Source: an optimization exercise on an open RTL-to-GDS flow (aim: small area). Production flows keep margins and buffers that such runs may drop. Only simulation tests tie the RTL to the original design; equivalence was not proved. No driver is modelled on the clock port, so clocking that relies on it looks cheaper here than on a real chip. Power figures rest on the tool's default switching activity, not on a simulated workload.

--- flow/design.v ---
module debounce(input pb_1, clk, reset, output pb_out, output slow_clk_en);
  reg [17:0] cnt;
  reg q0, q1, q2;
  assign slow_clk_en = (cnt[17:12] == 6'h00) && (cnt[10:0] == 11'h321);
  wire clr = reset | slow_clk_en;
  always @(posedge clk) begin
    if (clr)
      cnt <= 18'd0;
    else
      cnt <= {~cnt[16:0], cnt[17] ^ cnt[6]};
  end
  always @(posedge clk) begin
    if (reset) begin
      q0 <= 1'b0;
      q1 <= 1'b0;
      q2 <= 1'b0;
    end else if (slow_clk_en) begin
      q0 <= pb_1;
      q1 <= q0;
      q2 <= q1;
    end
  end
  assign pb_out = q1 & ~q2 & slow_clk_en;
endmodule
module division(input [3:0] sw, input clk, btn, reset, output [7:0] led);
  reg [7:0] dividend;
  reg [7:0] divisor;
  reg [7:0] quotient;
  reg [7:0] remainder;
  reg [3:0] btn_counter;   
  reg [3:0] k;         
  reg       show_q;
  wire pb_out, strobe;
  wire [3:0] pc_next = {btn_counter[2:0],
                        btn_counter[3] ^ btn_counter[2] ^ (btn_counter[2:0] == 3'b000)};
  debounce db (.pb_1(btn), .clk(clk), .reset(reset), .pb_out(pb_out), .slow_clk_en(strobe));
  always @(posedge clk) begin
    if (reset) begin
      dividend <= 8'd0;
      divisor <= 8'd0;
    end
    if (pb_out) begin
      case (btn_counter)
        4'b0000: dividend[7:4] <= sw;
        4'b0001: dividend[3:0] <= sw;
        4'b0010: divisor[7:4] <= sw;
        4'b0100: divisor[3:0] <= sw;
        default: ;
      endcase
    end
    btn_counter <= ({4{pb_out}} & pc_next) | ({4{~pb_out & ~reset}} & btn_counter);
  end
  wire       run = !(btn_counter == 4'b0000 || btn_counter == 4'b0001 ||
                     btn_counter == 4'b0010 || btn_counter == 4'b0100);
  wire [3:0] k0  = reset ? 4'd7 : k;
  wire [7:0] q0  = reset ? 8'd0 : quotient;
  wire [7:0] r0  = reset ? 8'd0 : remainder;
  wire [7:0] r2   = {r0[6:0], dividend[k0[2:0]]};
  wire [8:0] diff = {1'b0, r2} - {1'b0, divisor};
  wire       ge   = ~diff[8];
  always @(posedge clk) begin
    if (run) begin
      if (divisor > dividend) begin
        quotient <= 8'd0;
        remainder <= dividend;
        k <= k0;
      end else if (!k0[3]) begin
        quotient <= {q0[6:0], ge};
        remainder <= ge ? diff[7:0] : r2;
        k <= k0 - 4'd1;
      end else begin
        quotient <= q0;
        remainder <= r0;
        k <= k0;
      end
      show_q <= (btn_counter == 4'b1001);
    end else begin
      quotient <= q0;
      remainder <= r0;
      k <= k0;
      if (reset)
        show_q <= 1'b0;
    end
  end
  assign led = show_q ? quotient : remainder;
endmodule
--- flow/flow/run.sh ---
#!/bin/bash
set -euo pipefail
W=$(pwd)
YOSYS=$FLOW_HOME/../tools/install/yosys/bin/yosys
[ -x "$YOSYS" ] || YOSYS=yosys
R=$W/orfs/results/$FLOW_PLATFORM/division/base

bash standard.sh synth > $W/log_synth.txt 2>&1
cp $R/1_2_yosys.v $W/synth_std.v

# cells the platform marks don't-use
DU=$(sed -n '/^export DONT_USE_CELLS/,/^$/p' $FLOW_HOME/platforms/$FLOW_PLATFORM/config.mk \
      | grep -o 'sky130_fd_sc_hd__[A-Za-z0-9_]*' | tr '\n' ' ')
export REMAP_DONT_USE="$DU"
export REMAP_IN=$W/synth_std.v
export REMAP_LIB=$FLOW_HOME/platforms/$FLOW_PLATFORM/lib/sky130_fd_sc_hd__tt_025C_1v80.lib
regs() { grep -oE '^\s*sky130_fd_sc_hd__(e?dfx|df|sdf|dl)[a-z0-9_]* +\S+' "$1" | sed -E 's/_[0-9]+ +/ /' | sort; }
# several ABC runs (one per deepsyn seed); the smallest netlist that
# keeps the standard synthesis's registers is used
remap() {  # remap NAME SCRIPT-TEXT
  printf "$2" > $W/remap_$1.abc
  REMAP_OUT=$W/remap_$1.v REMAP_SCRIPT=$W/remap_$1.abc \
    timeout 600 $YOSYS -c $W/flow/remap.tcl > $W/log_remap_$1.txt 2>&1 || true
}
i=0
for S in 0 1 2 3 4 5 6 7 8 9 10 11 12 13 14 15; do
  remap s$S "strash\n&get -n\n&deepsyn -J 100 -T 120 -S $S\n&put\ndch -f\namap\n" &
  i=$((i+1)); if [ $((i % 4)) -eq 0 ]; then wait; fi
done
wait
best=""; besta=""
for f in $W/remap_s*.v; do
  [ -f "$f.stat" ] || continue
  a=$(awk '/Chip area/ {print $NF}' "$f.stat")
  [ -n "$a" ] || continue
  [ -n "$(regs $W/synth_std.v)" ] && [ "$(regs $W/synth_std.v)" == "$(regs $f)" ] || continue
  if [ -z "$besta" ] || awk -v a=$a -v b=$besta 'BEGIN{exit !(a<b)}'; then best=$f; besta=$a; fi
done
echo "remap picked: $best $besta" > $W/log_remap_pick.txt
if [ -n "$best" ]; then
  cp $best $R/1_2_yosys.v
  touch $R/1_2_yosys.v
  rm -f $R/1_synth.odb
fi

layout() {  # layout CLOCK-BUFFER LOG
  bash standard.sh \
    "CTS_ARGS=-sink_clustering_enable -repair_clock_nets -dont_use_dummy_load -buf_list $1" \
    "BUFFER_PORTS_ARGS=-buffer_cell sky130_fd_sc_hd__buf_1" \
    finish > $2 2>&1
}
layout sky130_fd_sc_hd__clkbuf_4 $W/log_layout.txt

RESULTS=$R openroad -no_init -exit $W/flow/clkslew.tcl > $W/log_clkslew.txt 2>&1 || true
slew=$(awk '/^CLKSLEW_PS/ {print $2}' $W/log_clkslew.txt)
if [ -z "$slew" ] || awk -v s="$slew" 'BEGIN{exit !(s > 118)}'; then
  mkdir -p $W/first_layout
  cp $R/6_final.odb $W/first_layout/ 2>/dev/null || true
  rm -f $R/4_* $R/5_* $R/6_* $W/out/final.def
  layout sky130_fd_sc_hd__clkbuf_8 $W/log_layout2.txt
fi
--- flow/flow/clkslew.tcl ---
# Prints the largest slew (ps) at a flip-flop clock pin of the final layout,
# with its extracted parasitics.
set R $::env(RESULTS)
read_liberty $::env(REMAP_LIB)
read_db $R/6_final.odb
read_sdc $R/6_final.sdc
read_spef $R/6_final.spef
set worst 0.0
foreach pin [get_pins -hierarchical */CLK] {
  foreach a {min max} {
    foreach e {rise fall} {
      set s [get_property $pin slew_${a}_$e]
      if {[string is double -strict $s]} {
        set ps [expr {[sta::time_ui_sta $s] * 1e12}]
        if {$ps > $worst} { set worst $ps }
      }
    }
  }
}
puts "CLKSLEW_PS $worst"
--- flow/flow/remap.tcl ---
# Map the standard synthesis's combinational logic again for area. Every
# sequential and tie cell stays as it is (blackboxed), so the registers keep
# their instance names and cell types.
yosys -import
set lib $::env(REMAP_LIB)
set top [expr {[info exists ::env(FLOW_TOP)] ? $::env(FLOW_TOP) : "division"}]
read_liberty -ignore_miss_func $lib
read_verilog $::env(REMAP_IN)
hierarchy -top $top
blackbox sky130_fd_sc_hd__df* sky130_fd_sc_hd__edf* sky130_fd_sc_hd__sdf* sky130_fd_sc_hd__dl* sky130_fd_sc_hd__conb_1
flatten
hierarchy -top $top
opt_clean
set du {}
foreach c $::env(REMAP_DONT_USE) { lappend du -dont_use $c }
abc -liberty $lib {*}$du -script $::env(REMAP_SCRIPT)
opt_clean -purge
hilomap -singleton -hicell sky130_fd_sc_hd__conb_1 HI -locell sky130_fd_sc_hd__conb_1 LO
insbuf -buf sky130_fd_sc_hd__buf_4 A X
opt_clean -purge
tee -o $::env(REMAP_OUT).stat stat -liberty $lib
write_verilog -noattr -nohex -nodec $::env(REMAP_OUT)
--- flow/standard.sh ---
#!/bin/bash
# synth_recipe.tcl (not shown) runs the flow's synth.tcl, then flattens the netlist and writes it again
# the make line also repeats each setting of config.mk as NAME=value (left out here)
make -C /OpenROAD-flow-scripts/flow DESIGN_CONFIG=/design/flow/config.mk WORK_HOME=/design/flow/orfs CLKGATE_MAP_FILE= SYNTH_SCRIPT=/design/flow/synth_recipe.tcl "${@:-finish}"
--- flow/config.mk ---
export PLATFORM = sky130hd
export DESIGN_NAME = division
export DESIGN_NICKNAME = division
export VERILOG_FILES = /design/flow/design.v
export SDC_FILE = /design/flow/constraint.sdc
export NUM_CORES = 4
export LEC_CHECK = 0
export CAP_MARGIN = 20
export CORE_MARGIN = 2
export CORE_UTILIZATION = 60
export SLEW_MARGIN = 20
--- flow/constraint.sdc ---
create_clock -name core_clock -period 10.0 [get_ports {clk}]
set_input_delay 2.0000 -clock core_clock [delete_from_list [all_inputs] [get_ports {clk}]]
set_output_delay 2.0000 -clock core_clock [all_outputs]
set_load 0.01 [all_outputs]
==> impl_metrics.csv, run 1 <==
group,metric,value,unit
outcome,run_status,"complete, no violations",
worst_setup_path,required,10.26,ns
clocking,hold_buffers,0,
timing,setup_ws,4.213,ns
timing,fmax,172.8,MHz
floorplan,initial_core_util,0.6179,
detailed_routing,dr.pass1.iters,4,
placement,routabilityCongestion,0.8676,
synthesis,yosysWarnings,2,
clocking,post_cts_resize_count,0,
worst_hold_path,hold_class,"reg2reg",
global_routing,first_global_vias,1843,
timing,max-slew-margin-rel,0.5624,
floorplan,pin_count,15,
worst_setup_path,arrival,6.05,ns
synthesis,netlist_instances,299,
floorplan,core,3943,um2
cells_and_area,final_cell_mix,"dfxtp_1 (61), clkinv_1 (57), o22ai_1 (42)",
floorplan,die_x,67.72,um
timing,setup_viol_count_final,0,
clocking,cts.clk_slew.worst_paths,0.09,ns
detailed_routing,drt_iter0_drc,142,
placement,hpwlAfterDp,3820,um
synthesis,postSynthNetCount,306,
power,p_per_area,146.7,nW/um2
clocking,clk_latency,0.39,ns
placement,dp_slack,3.912,ns
clocking,htree_levels,3,
cells_and_area,final_nets,332,
cells_and_area,insertedDiodeCount,0,
timing,worstMarginPinSlew,0.6540,ns
placement,port_buffers,14,
cells_and_area,syn2layout_area_growth,7.807,%
timing,report.final.slew_viol_count,0,
detailed_routing,ant_nets,0,
detailed_routing,wl_per_cell,13.99,um
timing,period_share,0.5787,
detailed_routing,remaining_drc_errors,0,
global_routing,grt_util_all_layers,0.2560,
flow_run,maxCapViolations,0,
timing,setup_tns,0,ns
worst_setup_path,end_kind,"flop",
clocking,clk_path_buf_depth,2,
synthesis,netlist_area,2436,um2
cells_and_area,final_common_cell,"dfxtp_1",
synthesis,syn_avg_cell_area,8.147,um2
detailed_routing,finalWirelength,5217,um
worst_setup_path,crit_type,"in2reg",
power,p_leak,0.0009324,uW
detailed_routing,vias,2108,
timing,rsz0062_at_grt,"no",
floorplan,die_height,67.72,um
global_routing,grt_pass1_wl,8390,um
timing,period_needed,5.787,ns
cells_and_area,design_area,2626,um2
global_routing,grt-ovfl-total,0,
power,peakVddDrop,0.1043,mV
timing,clock_skew,0.02143,ns
clocking,cts_tree,"built",
clocking,post_cts_buffers,0,
clocking,cts_root_buffer,"clkbuf_4",
worst_setup_path,critPathMaxFanout,8,
timing,hold_violations,0,
placement,placed_cell_area,2559,um2
worst_setup_path,start_kind,"primary input",
clocking,clock-sinks,62,
detailed_routing,via_per_inst,5.651,
floorplan,row_count,23,
clocking,cts_buffers,9,
cells_and_area,drive_gt1_frac,0.03096,
global_routing,antenna_found_initial,0,
global_routing,grt_max_degree,19,
floorplan,die-area,4586,um2
## flip-flops by register name, summed over array words and instances, names as in the netlist
register     cells
db.q0            1
dividend         8
quotient         8
divisor          8
k                4
btn_counter      4
remainder        8
db.q2            1
show_q           1
db.q1            1
db.cnt          18
## metrics by stage
| step | std cells | utilization | hold WS [ns] | total power (uW) |
|---|---|---|---|---|
| after floorplan | 299 | - | 0.3682 | 267.9 |
| after global placement | 364 | 0.6490 | 0.3693 | 272.5 |
| after detailed placement | 364 | 0.6490 | 0.3712 | 272.7 |
| after CTS | 373 | 0.6661 | 0.3862 | 387.2 |
| after global routing | 373 | 0.6661 | 0.3940 | 398.6 |
| final | 373 | 0.6661 | 0.3859 | 385.2 |
## final timing paths
kind,from,end,slack [ns],depth (start not counted)
max reg2reg,k[0],remainder[3],5.69,24
min,db.cnt[11],db.cnt[12],0.39,1
max,reset,remainder[3],4.21,24
min reg2reg,db.cnt[11],db.cnt[12],0.39,1
## worst max-delay path: stages
cell and delay [ns]:
buf_1 0.25, nor2_1 0.13, nand3_1 0.10, nand2_1 0.05
o32ai_1 0.37, clkinv_1 0.14, o21ai_0 0.30, o21ai_0 0.18
nor2_1 0.14, o21ai_0 0.13, nor2_1 0.15, o21ai_0 0.12
nor2_1 0.13, o21ai_0 0.11, nor2_1 0.13, o21ai_0 0.14
nor2_1 0.15, o21ai_0 0.13, o21ai_0 0.50, o21bai_1 0.24
or2_0 0.22, a211oi_1 0.09, nand2_1 0.08, o21ai_0 0.07
## per-layer routing
| metal | up-vias | global-route usage | wire (um) | share of wire |
|---|---|---|---|---|
| li1 | 1114 | - | - | - |
| met5 | - | 0 | 0 | 0 |
| met2 | 34 | 0.4093 | 2423 | 0.46 |
| met4 | 0 | 0.1378 | 126 | 0.024 |
| met1 | 945 | 0.3190 | 2493 | 0.48 |
| met3 | 15 | 0.05833 | 174 | 0.033 |
## final cells by class
type                            instances  area (um2)
Tap cell                               50       62.56
Clock buffer                            9       67.56
Timing Repair Buffer                   15       60.06
Inverter                               57       214.0
Sequential cell                        62        1251
Fill cell                             336        1316
Multi-Input combinational cell        180       970.9
## where the power goes
group | internal, uW | total (uW) | leakage [uW] | switching [uW]
Clock | 41.8 | 118 | 0.0000414 | 76.4
Combinational | 3.48 | 11.2 | 0.000383 | 7.76
Sequential | 253 | 256 | 0.000508 | 3.01
==> run 2, diff against run 1 <==
--- a/flow/flow/run.sh
+++ b/flow/flow/run.sh
@@ -15,7 +15,8 @@
 export REMAP_IN=$W/synth_std.v
 export REMAP_LIB=$FLOW_HOME/platforms/$FLOW_PLATFORM/lib/sky130_fd_sc_hd__tt_025C_1v80.lib
 regs() { grep -oE '^\s*sky130_fd_sc_hd__(e?dfx|df|sdf|dl)[a-z0-9_]* +\S+' "$1" | sed -E 's/_[0-9]+ +/ /' | sort; }
-# several ABC runs (one per deepsyn seed); the smallest netlist that
+# several ABC runs (deepsyn seeds, amap with and without choices); the
+# smallest netlist that
 # keeps the standard synthesis's registers is used
 remap() {  # remap NAME SCRIPT-TEXT
   printf "$2" > $W/remap_$1.abc
@@ -25,7 +26,8 @@
 i=0
 for S in 0 1 2 3 4 5 6 7 8 9 10 11 12 13 14 15; do
   remap s$S "strash\n&get -n\n&deepsyn -J 100 -T 120 -S $S\n&put\ndch -f\namap\n" &
-  i=$((i+1)); if [ $((i % 4)) -eq 0 ]; then wait; fi
+  remap sa$S "strash\n&get -n\n&deepsyn -J 100 -T 120 -S $S\n&put\namap\n" &
+  i=$((i+2)); if [ $((i % 4)) -eq 0 ]; then wait; fi
 done
 wait
 best=""; besta=""
--- a/flow/config.mk
+++ b/flow/config.mk
@@ -7,5 +7,5 @@
 export LEC_CHECK = 0
 export CAP_MARGIN = 20
 export CORE_MARGIN = 2
-export CORE_UTILIZATION = 60
+export CORE_UTILIZATION = 40
 export SLEW_MARGIN = 20
==> run 2 against run 1 <==
Clock skew is 0.0043 ns higher. Die area grew 46%. Final area increased by 2.5%. Combinational power about the same. Utilization fell by 21 points. Critical path depth decreased by 1. Routed wire length is 3.9% higher. Maximum frequency down 11%. Sequential cell count is the same. Critical endpoint is now remainder[6]. Largest power group unchanged.
==> impl_metrics.csv, run 2 <==
group,metric,value,unit
synthesis,postSynthNetCount,300,
power,swShare,0.2158,
detailed_routing,vias,2129,
cells_and_area,final_cell_mix,"dfxtp_1 (61), clkinv_1 (57), o22ai_1 (40)",
clocking,post_cts_resize_count,0,
timing,period_share,0.6482,
global_routing,grt-ovfl-total,0,
timing,clock_skew,0.02569,ns
placement,routabilityCongestion,0.8629,
floorplan,pin_count,15,
outcome,run_status,"complete, no violations",
worst_setup_path,crit_path_top_delay_cell,"o21ai_0",
worst_setup_path,max_stage_delay,0.43,ns
power,peakVddDrop,0.09137,mV
cells_and_area,ff_latch_area,1251,um2
worst_setup_path,critPathLaunch,"reset",
detailed_routing,wl_per_cell,13.87,um
global_routing,antenna_found_initial,0,
worst_setup_path,cp_top_family,"compound AO/OA/AOI/OAI gates",
clocking,cts.clk_slew.worst_paths,0.08,ns
clocking,clk_latency,0.34,ns
synthesis,netlist_area,2422,um2
power,clkPwrFrac,0.376,
timing,max-slew-margin-rel,0.6342,
power,p_per_area,159.4,nW/um2
floorplan,row_count,28,
timing,period_needed,6.482,ns
floorplan,core,5886,um2
worst_setup_path,crit_buf_inv,1,
global_routing,grt_util_all_layers,0.1796,
global_routing,grt_pass1_wl,8901,um
clocking,cts_tree,"built",
timing,hold_violations,0,
worst_setup_path,start_kind,"primary input",
global_routing,grt_max_degree,19,
worst_setup_path,arrival,6.67,ns
clocking,post_cts_buffers,0,
detailed_routing,remaining_drc_errors,0,
worst_setup_path,critPathMaxFanout,8,
floorplan,die_height,81.82,um
clocking,htree_levels,3,
worst_hold_path,hold_path_startpoint,"db.cnt[11]",
placement,hpwlAfterDp,4022,um
detailed_routing,via_per_inst,5.445,
synthesis,syn_avg_cell_area,8.267,um2
detailed_routing,finalWirelength,5423,um
cells_and_area,fill_cells,596,
clocking,clk_path_buf_depth,2,
synthesis,netlist_instances,293,
timing,setup_viol_count_final,0,
floorplan,initial_core_util,0.4116,
power,p_int,336.6,uW
timing,rsz0062_at_grt,"no",
cells_and_area,drive_gt1_frac,0.02848,
clocking,clock-sinks,62,
timing,report.final.slew_viol_count,0,
timing,setup_tns,0,ns
placement,port_buffers,14,
worst_setup_path,r2r-start,"dividend[7]",
global_routing,first_global_vias,1852,
floorplan,die-area,6695,um2
detailed_routing,dr.pass1.iters,4,
worst_hold_path,hold_class,"reg2reg",
worst_setup_path,end_kind,"flop",
cells_and_area,design_area,2693,um2
worst_setup_path,crit_type,"in2reg",
power,p_leak,0.0009251,uW
worst_setup_path,required,10.19,ns
floorplan,die_x,81.82,um
cells_and_area,insertedDiodeCount,0,
clocking,hold_buffers,0,
placement,placed_cell_area,2569,um2
cells_and_area,top_register,"db.cnt",
power,seqPwrFrac,0.597,
cells_and_area,final_common_cell,"dfxtp_1",
cells_and_area,multi_input_area,957.2,um2
flow_run,maxCapViolations,0,
cells_and_area,syn2layout_area_growth,11.16,%
timing,fmax,154.3,MHz
timing,worstMarginPinSlew,0.5473,ns
worst_setup_path,cp_cell_sequence,"buf_1 -> nor2_1 -> or3_1 -> a31oi_1 -> nor3_1 -> o21ai_0 -> nor2_1 -> o21ai_0 -> nor2_1 -> o21ai_0 -> nor2_1 -> o21ai_0 -> nor2_1 -> o21ai_0 -> nor2_1 -> o21ai_0 -> nor2_1 -> o21ai_0 -> o21ai_0 -> or2_0 -> a211o_1 -> nor2_1 -> a21oi_1",
power,power_frac_comb,0.027,
clocking,cts_buffers,9,
detailed_routing,drt_iter0_drc,197,
detailed_routing,ant_nets,0,
power,power.switching,92.65,uW
clocking,cts_root_buffer,"clkbuf_8",
synthesis,yosysWarnings,2,
cells_and_area,largest_register_ffs,18,
cells_and_area,final_nets,325,
run 2: final timing paths:
| check | end | slack (ns) | depth (start not counted) |
|---|---|---|---|
| worst max-delay path | remainder[6] | 3.52 | 23 |
| worst min-delay path | db.cnt[12] | 0.39 | 1 |
| worst max register to register | remainder[6] | 5.14 | 22 |
| worst min register to register | db.cnt[12] | 0.39 | 1 |
run 2: final cells by class:
| class | instances | area share |
|---|---|---|
| Timing Repair Buffer | 14 | 0.01952 |
| Tap cell | 75 | 0.03485 |
| Inverter | 57 | 0.07946 |
| Clock buffer | 9 | 0.04600 |
| Sequential cell | 62 | 0.4647 |
| Multi-Input combinational cell | 174 | 0.3555 |
run 2: layer usage:
metal	vias to the layer above	track usage	part of all wire
li1	1094	-	-
met1	963	0.2564	0.50
met2	62	0.2512	0.43
met3	10	0.03736	0.051
met4	0	0.09833	0.019
met5	-	0	0
run 2: power by group through the flow:
| stage | logic [uW] | registers (uW) | clock network (uW) |
|---|---|---|---|
| after floorplan | 7.59 | 261 | 0 |
| final | 11.5 | 256 | 161 |
| after global routing | 13.3 | 257 | 175 |
| after CTS | 11.5 | 256 | 164 |
| after global placement | 11.5 | 262 | 0 |
| after detailed placement | 11.5 | 262 | 0 |
run 2: metrics by stage:
stage / instances / hold slack [ns] / worst slack (ns) / util / total power, uW
detailed placement: 382 / 0.3738 / 3.233 / 0.4364 / 273.1
floorplan: 293 / 0.3682 / 4.268 / - / 268.3
global placement: 382 / 0.3790 / 3.448 / 0.4364 / 273.1
finish: 391 / 0.3853 / 3.518 / 0.4575 / 429.2
CTS: 391 / 0.3869 / 3.540 / 0.4575 / 431.9
global route: 391 / 0.3980 / 2.747 / 0.4575 / 444.8
==> run 3, diff against run 2 <==
--- a/flow/flow/run.sh
+++ b/flow/flow/run.sh
@@ -55,7 +55,7 @@
 
 RESULTS=$R openroad -no_init -exit $W/flow/clkslew.tcl > $W/log_clkslew.txt 2>&1 || true
 slew=$(awk '/^CLKSLEW_PS/ {print $2}' $W/log_clkslew.txt)
-if [ -z "$slew" ] || awk -v s="$slew" 'BEGIN{exit !(s > 118)}'; then
+if [ -z "$slew" ] || awk -v s="$slew" 'BEGIN{exit !(s > 122)}'; then
   mkdir -p $W/first_layout
   cp $R/6_final.odb $W/first_layout/ 2>/dev/null || true
   rm -f $R/4_* $R/5_* $R/6_* $W/out/final.def
==> run 3 against run 2 <==
Sequential power hardly changed. Clock power is 27% lower. Largest cell class unchanged. Highest routed layer unchanged. Sequential cell count is the same. Via count grew 0.80%. Final area decreased by 2.1%. Still clean on timing, DRC and antenna. First-iteration DRC count is 1.5% higher. Cell count unchanged. Critical endpoint unchanged.
==> impl_metrics.csv, run 3 <==
group,metric,value,unit
cells_and_area,design_area,2636,um2
placement,routabilityCongestion,0.8629,
global_routing,grt_pass1_wl,8990,um
power,p_per_area,145.8,nW/um2
worst_setup_path,arrival,6.73,ns
outcome,run_status,"complete, no violations",
worst_setup_path,end_kind,"flop",
global_routing,grt_max_degree,19,
power,clkPwrFrac,0.304,
cells_and_area,syn2layout_area_growth,8.833,%
synthesis,yosysWarnings,2,
placement,dp_slack,3.233,ns
detailed_routing,drt_iter0_drc,200,
timing,max-slew-margin-rel,0.6252,
timing,report.final.slew_viol_count,0,
floorplan,die_x,81.82,um
global_routing,grt-ovfl-total,0,
power,power,384.3,uW
clocking,hold_buffers,0,
worst_hold_path,hold_path_startpoint,"db.cnt[15]",
timing,period_share,0.6467,
power,power_frac_comb,0.030,
worst_setup_path,r2r-start,"dividend[7]",
cells_and_area,final_common_cell,"dfxtp_1",
placement,hpwlAfterDp,4022,um
global_routing,first_global_vias,1864,
power,swShare,0.2245,
timing,setup_tns,0,ns
power,p_leak,0.0009018,uW
cells_and_area,largest_register_ffs,18,
clocking,htree_levels,3,
placement,placed_cells,382,
clocking,cts_buffers,9,
floorplan,core,5886,um2
detailed_routing,via_per_inst,5.488,
worst_hold_path,hold_class,"reg2reg",
clocking,post_cts_buffers,0,
worst_setup_path,cp_cell_sequence,"buf_1 -> nor2_1 -> or3_1 -> a31oi_1 -> nor3_1 -> o21ai_0 -> nor2_1 -> o21ai_0 -> nor2_1 -> o21ai_0 -> nor2_1 -> o21ai_0 -> nor2_1 -> o21ai_0 -> nor2_1 -> o21ai_0 -> nor2_1 -> o21ai_0 -> o21ai_0 -> or2_0 -> a211o_1 -> nor2_1 -> a21oi_1",
synthesis,netlist_instances,293,
timing,clock_skew,0.04032,ns
power,p_int,298.0,uW
cells_and_area,top_register,"db.cnt",
timing,fmax,154.6,MHz
floorplan,row_count,28,
floorplan,pin_count,15,
flow_run,maxCapViolations,0,
power,power.switching,86.29,uW
worst_setup_path,crit_path_top_delay_cell,"o21ai_0",
power,peakVddDrop,0.09058,mV
floorplan,initial_core_util,0.4116,
detailed_routing,wl_per_cell,13.93,um
cells_and_area,final_cell_mix,"dfxtp_1 (61), clkinv_1 (57), o22ai_1 (40)",
clocking,cts_root_buffer,"clkbuf_4",
timing,rsz0062_at_grt,"no",
placement,placed_cell_area,2569,um2
worst_setup_path,crit_type,"in2reg",
synthesis,syn_avg_cell_area,8.267,um2
global_routing,antenna_found_initial,0,
clocking,clock-sinks,62,
timing,period_needed,6.467,ns
worst_setup_path,start_kind,"primary input",
power,seqPwrFrac,0.666,
cells_and_area,insertedDiodeCount,0,
worst_setup_path,cp_top_family,"compound AO/OA/AOI/OAI gates",
worst_setup_path,crit_buf_inv,1,
timing,setup_ws,3.533,ns
worst_setup_path,required,10.26,ns
timing,hold_violations,0,
floorplan,die-area,6695,um2
clocking,cts.clk_slew.worst_paths,0.12,ns
global_routing,grt_util_all_layers,0.1819,
clocking,clk_path_buf_depth,2,
placement,port_buffers,14,
detailed_routing,ant_nets,0,
detailed_routing,vias,2146,
synthesis,postSynthNetCount,300,
timing,setup_viol_count_final,0,
cells_and_area,final_nets,325,
detailed_routing,finalWirelength,5445,um
worst_setup_path,max_stage_delay,0.46,ns
timing,worstMarginPinSlew,0.5563,ns
synthesis,netlist_area,2422,um2
worst_setup_path,critPathLaunch,"reset",
worst_setup_path,critPathMaxFanout,8,
clocking,clk_latency,0.42,ns
cells_and_area,final_cells,391,
floorplan,die_height,81.82,um
clocking,cts_tree,"built",
cells_and_area,drive_gt1_frac,0.02848,
detailed_routing,remaining_drc_errors,0,
clocking,post_cts_resize_count,0,
detailed_routing,dr.pass1.iters,6,
==> run 3: cell count changes in the layout (fill, tap and decap cells not counted) <==
cell and delta:
clkbuf_4 +9, clkbuf_8 -9
==> run 3: area by class of cell <==
type,count,area [um2]
flip-flops and latches,62,1251
inverters,57,214.0
repair buffers,14,52.55
multi-input cells,174,957.2
fillers,604,3249
well taps,75,93.84
clock buffers,9,67.56
==> run 3: through the flow <==
stage          hold slack, ns  utilization
6_report               0.3836       0.4479
5_1_grt                0.4043       0.4479
4_1_cts                0.3846       0.4479
3_5_place_dp           0.3738       0.4364
3_3_place_gp           0.3790       0.4364
2_1_floorplan          0.3682            -
==> run 3: routing by layer <==
layer	routed length, um	up-vias	global-route usage
met3	283	13	0.03736
met2	2320	63	0.2553
li1	-	1100	-
met5	0	-	0
met4	136	0	0.1083
met1	2704	970	0.2557
==> run 3: path summary, 6_finish.rpt <==
| check | to | slack, ns | depth (start not counted) |
|---|---|---|---|
| setup / recovery | remainder[6] | 3.53 | 23 |
| hold reg to reg | db.cnt[16] | 0.38 | 1 |
| setup reg to reg | remainder[6] | 5.06 | 22 |
| hold / removal | db.cnt[16] | 0.38 | 1 |
==> run 3: power groups by stage <==
stage | Combinational (uW) | Sequential (uW) | Clock (uW)
after floorplan | 7.59 | 261 | 0
after global placement | 11.5 | 262 | 0
after detailed placement | 11.5 | 262 | 0
after CTS | 11.5 | 256 | 121
after global routing | 13.3 | 257 | 131
final | 11.5 | 256 | 117
==> run 4, diff against run 3 <==
--- a/flow/flow/run.sh
+++ b/flow/flow/run.sh
@@ -49,13 +49,14 @@
   bash standard.sh \
     "CTS_ARGS=-sink_clustering_enable -repair_clock_nets -dont_use_dummy_load -buf_list $1" \
     "BUFFER_PORTS_ARGS=-buffer_cell sky130_fd_sc_hd__buf_1" \
+    "POST_CTS_TCL=$W/flow/post_cts.tcl" \
     finish > $2 2>&1
 }
 layout sky130_fd_sc_hd__clkbuf_4 $W/log_layout.txt
 
 RESULTS=$R openroad -no_init -exit $W/flow/clkslew.tcl > $W/log_clkslew.txt 2>&1 || true
 slew=$(awk '/^CLKSLEW_PS/ {print $2}' $W/log_clkslew.txt)
-if [ -z "$slew" ] || awk -v s="$slew" 'BEGIN{exit !(s > 122)}'; then
+if [ -z "$slew" ] || awk -v s="$slew" 'BEGIN{exit !(s > 118)}'; then
   mkdir -p $W/first_layout
   cp $R/6_final.odb $W/first_layout/ 2>/dev/null || true
   rm -f $R/4_* $R/5_* $R/6_* $W/out/final.def
==> flow/flow/post_cts.tcl (new file) <==
set my_upsized 0
foreach inst [[ord::get_db_block] getInsts] {
  if {[[$inst getMaster] getName] ne "sky130_fd_sc_hd__clkbuf_4"} { continue }
  set out [$inst findITerm X]
  if {$out eq "NULL"} { continue }
  set net [$out getNet]
  if {$net eq "NULL"} { continue }
  if {[llength [$net getITerms]] - 1 >= 11} {
    puts "post_cts: [$inst getName] drives [expr {[llength [$net getITerms]] - 1}] pins, now clkbuf_8"
    replace_cell [get_cells [$inst getName]] sky130_fd_sc_hd__clkbuf_8
    incr my_upsized
  }
}
if {$my_upsized > 0} {
  detailed_placement
  check_placement -verbose
  estimate_parasitics -placement
}
==> run 4 against run 3 <==
Area after synthesis unchanged. Power increased by 1.3%. Maximum frequency up 0.20%. Via count is 0.19% higher. Sequential share of layout area shrank 0.11 points. Sequential power is essentially flat. Critical path type unchanged. Largest power group unchanged. Highest routed layer unchanged.
==> impl_metrics.csv, run 4 <==
group,metric,value,unit
outcome,run_status,"complete, no violations",
global_routing,grt-ovfl-total,0,
power,p_per_area,147.3,nW/um2
detailed_routing,ant_nets,0,
worst_setup_path,required,10.26,ns
synthesis,netlist_instances,293,
cells_and_area,final_core_utilization,0.4490,
timing,rsz0062_at_grt,"no",
timing,worstMarginPinSlew,0.5558,ns
timing,report.final.slew_viol_count,0,
timing,hold_violations,0,
synthesis,postSynthNetCount,300,
synthesis,syn_avg_cell_area,8.267,um2
timing,fmax,154.9,MHz
worst_setup_path,critPathMaxFanout,8,
detailed_routing,remaining_drc_errors,0,
worst_setup_path,max_stage_delay,0.46,ns
placement,placed_cell_area,2569,um2
floorplan,row_count,28,
floorplan,initial_core_util,0.4116,
power,peakVddDrop,0.09282,mV
cells_and_area,final_cell_mix,"dfxtp_1 (61), clkinv_1 (57), o22ai_1 (40)",
worst_setup_path,end_kind,"flop",
clocking,cts_tree,"built",
placement,hpwlAfterDp,4022,um
clocking,clock-sinks,62,
synthesis,yosysWarnings,2,
timing,setup_viol_count_final,0,
timing,period_share,0.6454,
timing,setup_tns,0,ns
detailed_routing,drt_iter0_drc,208,
floorplan,pin_count,15,
cells_and_area,insertedDiodeCount,0,
worst_setup_path,crit_path_top_delay_cell,"o21ai_0",
cells_and_area,design_area,2643,um2
global_routing,grt_max_degree,19,
power,p_leak,0.0009044,uW
floorplan,die-area,6695,um2
detailed_routing,vias,2150,
worst_setup_path,cp_top_family,"compound AO/OA/AOI/OAI gates",
worst_setup_path,arrival,6.72,ns
flow_run,maxCapViolations,0,
worst_setup_path,start_kind,"primary input",
global_routing,antenna_found_initial,0,
detailed_routing,via_per_inst,5.499,
clocking,cts.clk_slew.worst_paths,0.09,ns
cells_and_area,final_nets,325,
global_routing,grt_pass1_wl,9011,um
floorplan,die_x,81.82,um
floorplan,core,5886,um2
timing,setup_ws,3.546,ns
global_routing,grt_util_all_layers,0.1824,
placement,dp_slack,3.233,ns
placement,routabilityCongestion,0.8629,
clocking,clk_latency,0.40,ns
cells_and_area,largest_register_ffs,18,
detailed_routing,wl_per_cell,13.93,um
cells_and_area,final_common_cell,"dfxtp_1",
placement,port_buffers,14,
global_routing,first_global_vias,1867,
cells_and_area,drive_gt1_frac,0.02848,
detailed_routing,dr.pass1.iters,4,
floorplan,die_height,81.82,um
timing,period_needed,6.454,ns
worst_setup_path,cp_cell_sequence,"buf_1 -> nor2_1 -> or3_1 -> a31oi_1 -> nor3_1 -> o21ai_0 -> nor2_1 -> o21ai_0 -> nor2_1 -> o21ai_0 -> nor2_1 -> o21ai_0 -> nor2_1 -> o21ai_0 -> nor2_1 -> o21ai_0 -> nor2_1 -> o21ai_0 -> o21ai_0 -> or2_0 -> a211o_1 -> nor2_1 -> a21oi_1",
synthesis,netlist_area,2422,um2
detailed_routing,finalWirelength,5445,um
cells_and_area,top_register,"db.cnt",
timing,max-slew-margin-rel,0.6256,
worst_setup_path,crit_buf_inv,1,
worst_setup_path,crit_type,"in2reg",
timing,clock_skew,0.01701,ns
cells_and_area,syn2layout_area_growth,9.091,%
worst_hold_path,hold_class,"reg2reg",
[run 4: final timing paths]
kind / start / endpoint / slack [ns] / cells past startpoint
setup / recovery: reset / remainder[6] / 3.55 / 23
hold / removal: db.cnt[5] / db.cnt[6] / 0.38 / 1
setup reg to reg: dividend[7] / remainder[6] / 5.06 / 22
hold reg to reg: db.cnt[5] / db.cnt[6] / 0.38 / 1
[run 4: per-layer routing]
metal | routed length (um) | vias to the layer above | track usage
li1 | - | 1097 | -
met1 | 2688 | 970 | 0.2558
met2 | 2286 | 66 | 0.2569
met3 | 285 | 17 | 0.03736
met4 | 185 | 0 | 0.1083
met5 | 0 | - | 0
[run 4: metrics by stage]
stage / cells / hold slack, ns / power [uW]
floorplan: 293 / 0.3682 / 268.3
global placement: 382 / 0.3790 / 273.1
detailed placement: 382 / 0.3738 / 273.1
global route: 391 / 0.3940 / 405.6
finish: 391 / 0.3846 / 389.2
[run 4: report_power, final]
part	internal [uW]	total, uW	switching, uW	leakage, uW
Sequential	253	256	3.16	0.000508
Clock	45.9	122	75.9	0.0000440
Combinational	3.51	11.5	8.01	0.000353
[run 4: final cells by class]
cell class | count | area, um2
Fill cell | 603 | 3243
Tap cell | 75 | 93.84
Sequential cell | 62 | 1251
Inverter | 57 | 214.0
Timing Repair Buffer | 14 | 52.55
Clock buffer | 9 | 73.82
Multi-Input combinational cell | 174 | 957.2

[separate check: timing with driven ports]
In the flow no input, the clock included, has a driving cell. The finished layouts below were timed again as built, in two steps. Step 1: set_driving_cell puts a clkbuf_16 on clk and a buf_2 on each other input, an assumption about the parent block. Step 2 also shifts input and output timing later by t, the mid clock arrival at the registers, as if the neighbouring blocks saw the same clock. Three values: no drivers, after step 1, after step 2; two values: the first two.
run | t (ns) | setup WS [ns] | worst hold slack (ns) | latest minus earliest clock arrival (ns) | slew at the worst register clock pin (ns)
run 1 | 0.404 | 4.213 / 4.213 / 3.808 | 0.386 / 0.386 / 0.386 | 0.021 / 0.021 | 0.10 / 0.10
run 2 | 0.355 | 3.518 / 3.524 / 3.169 | 0.385 / 0.385 / 0.385 | 0.026 / 0.026 | 0.08 / 0.08
run 3 | 0.421 | 3.533 / 3.536 / 3.115 | 0.384 / 0.384 / 0.384 | 0.040 / 0.041 | 0.12 / 0.12
run 4 | 0.415 | 3.546 / 3.549 / 3.134 | 0.385 / 0.385 / 0.385 | 0.017 / 0.017 | 0.09 / 0.09
After both steps every run listed still meets setup and hold. The setup slack of run 3, which loses most, moves by +0.003 ns with the drivers and by -0.418 ns with both steps.
